Context: an optimization exercise on an open-source flow, tuned for small area and a short achievable clock period. The choices shown serve that exercise and are no tape-out recipe. In this exercise RTL edits were held to simulation tests only and were not proved equivalent to the original.

## formula
module formula #(
    parameter int N = 32  
) (
    input logic clk,
    input logic rstn,
    input logic i_valid,
    input logic signed [N-1 : 0] a,
    input logic signed [N-1 : 0] b,
    input logic signed [N-1 : 0] c,
    input logic signed [N-1 : 0] d,
    output logic o_valid,
    output logic signed [N-1 : 0] q
);
For scale: ~4200 cells after synthesis, roughly 160 I/O pins.
==> flow/config.mk <==
export PLATFORM = sky130hd
export DESIGN_NAME = formula
export DESIGN_NICKNAME = formula
export VERILOG_FILES = /design/flow/design.v
export SDC_FILE = /design/flow/constraint.sdc
export NUM_CORES = 4
export LEC_CHECK = 0
export ABC_AREA = 1
export ABC_CLOCK_PERIOD_IN_PS = 7000
export CAP_MARGIN = 20
export CORE_MARGIN = 2
export CORE_UTILIZATION = 40
export SETUP_SLACK_MARGIN = 4.5
export SLEW_MARGIN = 20
==> flow/constraint.sdc <==
create_clock -name core_clock -period 8.0 [get_ports {clk}]
set_input_delay 1.6000 -clock core_clock [delete_from_list [all_inputs] [get_ports {clk}]]
set_output_delay 1.6000 -clock core_clock [all_outputs]
set_load 0.01 [all_outputs]
standard.sh (not shown) runs the stock make flow with config.mk's settings and CLKGATE_MAP_FILE= SYNTH_SCRIPT=/design/flow/synth_recipe.tcl, a recipe that flattens the netlist after the stock synthesis.
==> flow/flow/run.sh <==
#!/bin/bash
# Own flow: the standard synthesis, then a polarity pass on the full adders
# (flow/fapol.py, which only removes or moves inverters and swaps gates for
# their complemented twins; registers are untouched), then the standard layout
# with buf_2 as the port buffer and no CTS dummy loads.
set -euo pipefail
W=$(pwd)
R=$W/orfs/results/$FLOW_PLATFORM/formula/base
bash standard.sh synth > $W/synth.log 2>&1
cp $R/1_2_yosys.v $W/1_2_yosys.std.v
FAPOL_MOVES=2000000 python3 $W/flow/fapol.py $W/1_2_yosys.std.v $W/1_2_yosys.pol.v > $W/fapol.log 2>&1
cp $W/1_2_yosys.pol.v $R/1_2_yosys.v
rm -f $R/1_synth.odb $R/1_synth.sdc
bash standard.sh finish \
  "BUFFER_PORTS_ARGS=-buffer_cell sky130_fd_sc_hd__buf_2" \
  "CTS_ARGS=-sink_clustering_enable -repair_clock_nets -dont_use_dummy_load" \
  > $W/finish.log 2>&1
Other scripts of this flow, unchanged in this note and not shown: flow/flow/fapol.py, flow/flow/twins.py
Then changed:
--- a/flow/design.v
+++ b/flow/design.v
@@ -4,26 +4,26 @@
     input logic clk,
     input logic rstn,
     input logic i_valid,
     input logic signed [N-1 : 0] a,
     input logic signed [N-1 : 0] b,
     input logic signed [N-1 : 0] c,
     input logic signed [N-1 : 0] d,
     output logic o_valid,
     output logic signed [N-1 : 0] q
 );
-    logic [4:1] v;
+    logic [3:1] v;
     always_ff @(posedge clk) begin
         if (!rstn) v <= '0;
-        else v <= {v[3:1], i_valid};
+        else v <= {v[2:1], i_valid};
     end
-    assign o_valid = v[4];
+    assign o_valid = v[3];
     logic [32:0] s_w, s_r;
     logic [33:0] x_w;
     logic [34:0] xe;
     logic [16:0] one_w, two_w, neg_w, one_r, two_r, neg_r;
     logic [31:0] d_r;
     assign s_w = {a[31], a} - {b[31], b};
     assign x_w = {{2{c[31]}}, c} + {c[31], c, 1'b1};
     assign xe = {x_w, 1'b0};
     for (genvar k = 0; k < 17; k++) begin : g_enc
         assign one_w[k] = xe[2*k+1] ^ xe[2*k];
@@ -1187,15 +1187,14 @@
     logic ovf, sgn;
     assign ovf = ~in_range;
     assign sgn = t[65];
     logic [31:0] t_r;
     logic ovf_r, sgn_r;
     always_ff @(posedge clk) begin
         t_r   <= t[32:1];
         ovf_r <= ovf;
         sgn_r <= sgn;
     end
-    logic [31:0] q_w, q_r;
+    logic [31:0] q_w;
     assign q_w = ovf_r ? {sgn_r, {31{~sgn_r}}} : t_r;
-    always_ff @(posedge clk) q_r <= q_w;
-    assign q = q_r;
+    assign q = q_w;
 endmodule
=> Fmax increases slightly; setup slack gets better by 0.034 ns; area after synthesis drops slightly; cell area fell slightly; first-iteration DRC count goes down by roughly a tenth; global-route usage came out higher by 0.62 points; sequential cell count went down by 33; cell count drops by a few percent; routed wire length climbs slightly; clock-buffer cell count is lower by 3.

-- re-timing with driven ports --
The results above use ideal ports. As a check the final layouts listed here were re-extracted and re-timed, cells and wires unchanged. Step 1 sets driving cells, clkbuf_16 on the clock port and buf_2 on the other inputs (assumed; they add their load-dependent delay and slew). Step 2 times the ports against the registers' clock, not the clock port: input delays grow and output delays shrink by t, the midpoint of the rising clock arrivals with the driver on. Three values: ideal ports, drivers, drivers and shift; two values: the first two.
run | shift t [ns] | setup slack, ns | latest minus earliest clock arrival (ns)
the first run | 0.639 | 4.486 / 4.486 / 4.396 | 0.095 / 0.095
the second run | 0.635 | 4.521 / 4.521 / 4.269 | 0.047 / 0.046
After both steps every run listed still meets setup and hold. The setup slack of the second run, which loses most, moves by 0.000 ns with the drivers and by -0.252 ns with both steps.
